This is an optimization exercise on Yosys and OpenROAD, whose aim is small area and a short achievable clock period, not a production implementation. In this exercise RTL edits were held to simulation tests only and were not proved equivalent to the original.

Setup of the previous run:
==> flow/design.v (excerpt) <==
module LSTM(clk, Of, En, Ci, Cip, In, Ui, Uf, Uk, Uo, Wi, Wk, Wf, Wo, Vo, Bi, Bo, Bf, Bk, PrevH, Cout, Hout);
  input clk, En, Cip;
  input [7:0] In, Ci, Ui, Uf, Uk;
  input [7:0] Uo, Wi, Wk, Wf, Wo;
  input [7:0] Vo, Bi, Bo, Bf, Bk;
  input [7:0] PrevH;
  output [7:0] Cout, Hout;
  output Of;
  reg [8:0] u_r;    
  reg [7:0] ft_r;   
  reg [7:0] h_r;    
  wire w1 = ~Bi[0];
  wire w2 = ~Bi[1];
  wire w3 = ~Bi[2];
  wire w4 = ~Bi[3];
  wire w5 = ~Bi[4];
  wire w6 = ~Bi[5];
  wire w7 = ~Bi[6];
  wire w8 = ~Bi[7];
  wire w9 = ~Bk[0];
  wire w10 = ~Bk[1];
  wire w11 = ~Bk[2];
  wire w12 = ~Bk[3];
  wire w13 = ~Bk[4];
  wire w14 = ~Bk[5];
  wire w15 = ~Bk[6];
  wire w16 = ~Bk[7];
  wire w17 = ~Bo[0];
  wire w18 = ~Bo[1];
  wire w19 = ~Bo[2];
  wire w20 = ~Bo[3];
  wire w21 = ~Bo[4];
  wire w22 = ~Bo[5];
  wire w23 = ~Bo[6];
  wire w24 = ~Bo[7];
  wire pp25 = ~(In[0] & Wi[0]);
  wire pp26 = ~(In[0] & Wi[1]);
  wire pp27 = ~(In[0] & Wi[2]);
  wire pp28 = ~(In[0] & Wi[3]);
  wire pp29 = ~(In[0] & Wi[4]);
  wire pp30 = ~(In[0] & Wi[5]);
  wire pp31 = ~(In[0] & Wi[6]);
  wire pp32 = ~(In[0] & Wi[7]);
  wire pp33 = ~(In[1] & Wi[0]);
  wire pp34 = ~(In[1] & Wi[1]);
  wire pp35 = ~(In[1] & Wi[2]);
  wire pp36 = ~(In[1] & Wi[3]);
  wire pp37 = ~(In[1] & Wi[4]);
  wire pp38 = ~(In[1] & Wi[5]);
  wire pp39 = ~(In[1] & Wi[6]);
  wire pp40 = ~(In[1] & Wi[7]);
  wire pp41 = ~(In[2] & Wi[0]);
  wire pp42 = ~(In[2] & Wi[1]);
  wire pp43 = ~(In[2] & Wi[2]);
  wire pp44 = ~(In[2] & Wi[3]);
  wire pp45 = ~(In[2] & Wi[4]);
  wire pp46 = ~(In[2] & Wi[5]);
  wire pp47 = ~(In[2] & Wi[6]);
  wire pp48 = ~(In[2] & Wi[7]);
  wire pp49 = ~(In[3] & Wi[0]);
  wire pp50 = ~(In[3] & Wi[1]);
  wire pp51 = ~(In[3] & Wi[2]);
  wire pp52 = ~(In[3] & Wi[3]);
  wire pp53 = ~(In[3] & Wi[4]);
  wire pp54 = ~(In[3] & Wi[5]);
  wire pp55 = ~(In[3] & Wi[6]);
  wire pp56 = ~(In[3] & Wi[7]);
  ...
Size: roughly 1400 cells after synthesis, roughly 25 flip-flops.
clock: 45.0 ns
lec_check: 0
cap_margin: 0
core_margin: 2
core_utilization: 40
cts_buf_list: sky130_fd_sc_hd__clkbuf_8
slew_margin: 0
synth_hierarchical: 1
standard.sh (not shown) runs the stock make flow with config.mk's settings and CLKGATE_MAP_FILE= SYNTH_SCRIPT=/design/flow/synth_recipe.tcl, a recipe that flattens the netlist after the stock synthesis.
==> flow/flow/run.sh <==
#!/bin/bash
set -euo pipefail
export BUFFER_PORTS_ARGS="-buffer_cell sky130_fd_sc_hd__buf_1"
bash standard.sh > standard_flow.log 2>&1
Modified inputs, the current run compared to the previous run
# the previous run
export LEC_CHECK = 0
export CAP_MARGIN = 0
export CORE_MARGIN = 2
export CORE_UTILIZATION = 40
export CTS_BUF_LIST = sky130_fd_sc_hd__clkbuf_8
export SLEW_MARGIN = 0
export SYNTH_HIERARCHICAL = 1
create_clock -name core_clock -period 45.0 [get_ports {clk}]
# the current run
export LEC_CHECK = 0
export CAP_MARGIN = 20
export CORE_MARGIN = 2
export CORE_UTILIZATION = 40
export CTS_BUF_LIST = sky130_fd_sc_hd__clkbuf_8
export SLEW_MARGIN = 20
export SYNTH_HIERARCHICAL = 1
create_clock -name core_clock -period 45.0 [get_ports {clk}]
## What came out
- Final cell count without fillers came out exactly the same in the current run and the previous run.
- The current run -> the previous run: post-placement cell count flat
- Per the comparison of the current run with the previous run, final count of negative-setup-slack endpoints comparable; sequential cell count comparable.
- [compare] base=the previous run new=the current run: first-iteration DRC count did not really move, share of synthesized cell area in full adder, half adder and majority cells held steady.
- From the previous run to the current run, total number of tap cells did not move at all.

==> static timing again, ports no longer ideal <==
The results above use ideal ports. As a check the final layouts listed here were re-extracted and re-timed, cells and wires unchanged.
Step 1 (the two cells are an assumption about what drives the block):
set clk [get_ports {clk}]
set_driving_cell -lib_cell sky130_fd_sc_hd__clkbuf_16 $clk
set_driving_cell -lib_cell sky130_fd_sc_hd__buf_2 [delete_from_list [all_inputs] $clk]
Step 2 adds t to the input delays and takes it off the output delays; t is the mean of the earliest and latest rising clock arrival at the registers after step 1. Input paths then give back, and output paths get back, about the clock's delay inside the block.
Slacks: no drivers / after step 1 / after step 2; pairs: no drivers / after step 1.
| run | t (ns) | setup WS [ns] | worst setup path after step 2 |
|---|---|---|---|
| the previous run | 0.298 | 19.071 / 19.044 / 19.044 | input to output |
| the current run | 0.298 | 19.071 / 19.044 / 19.044 | input to output |
After both steps every run listed still meets setup and hold.
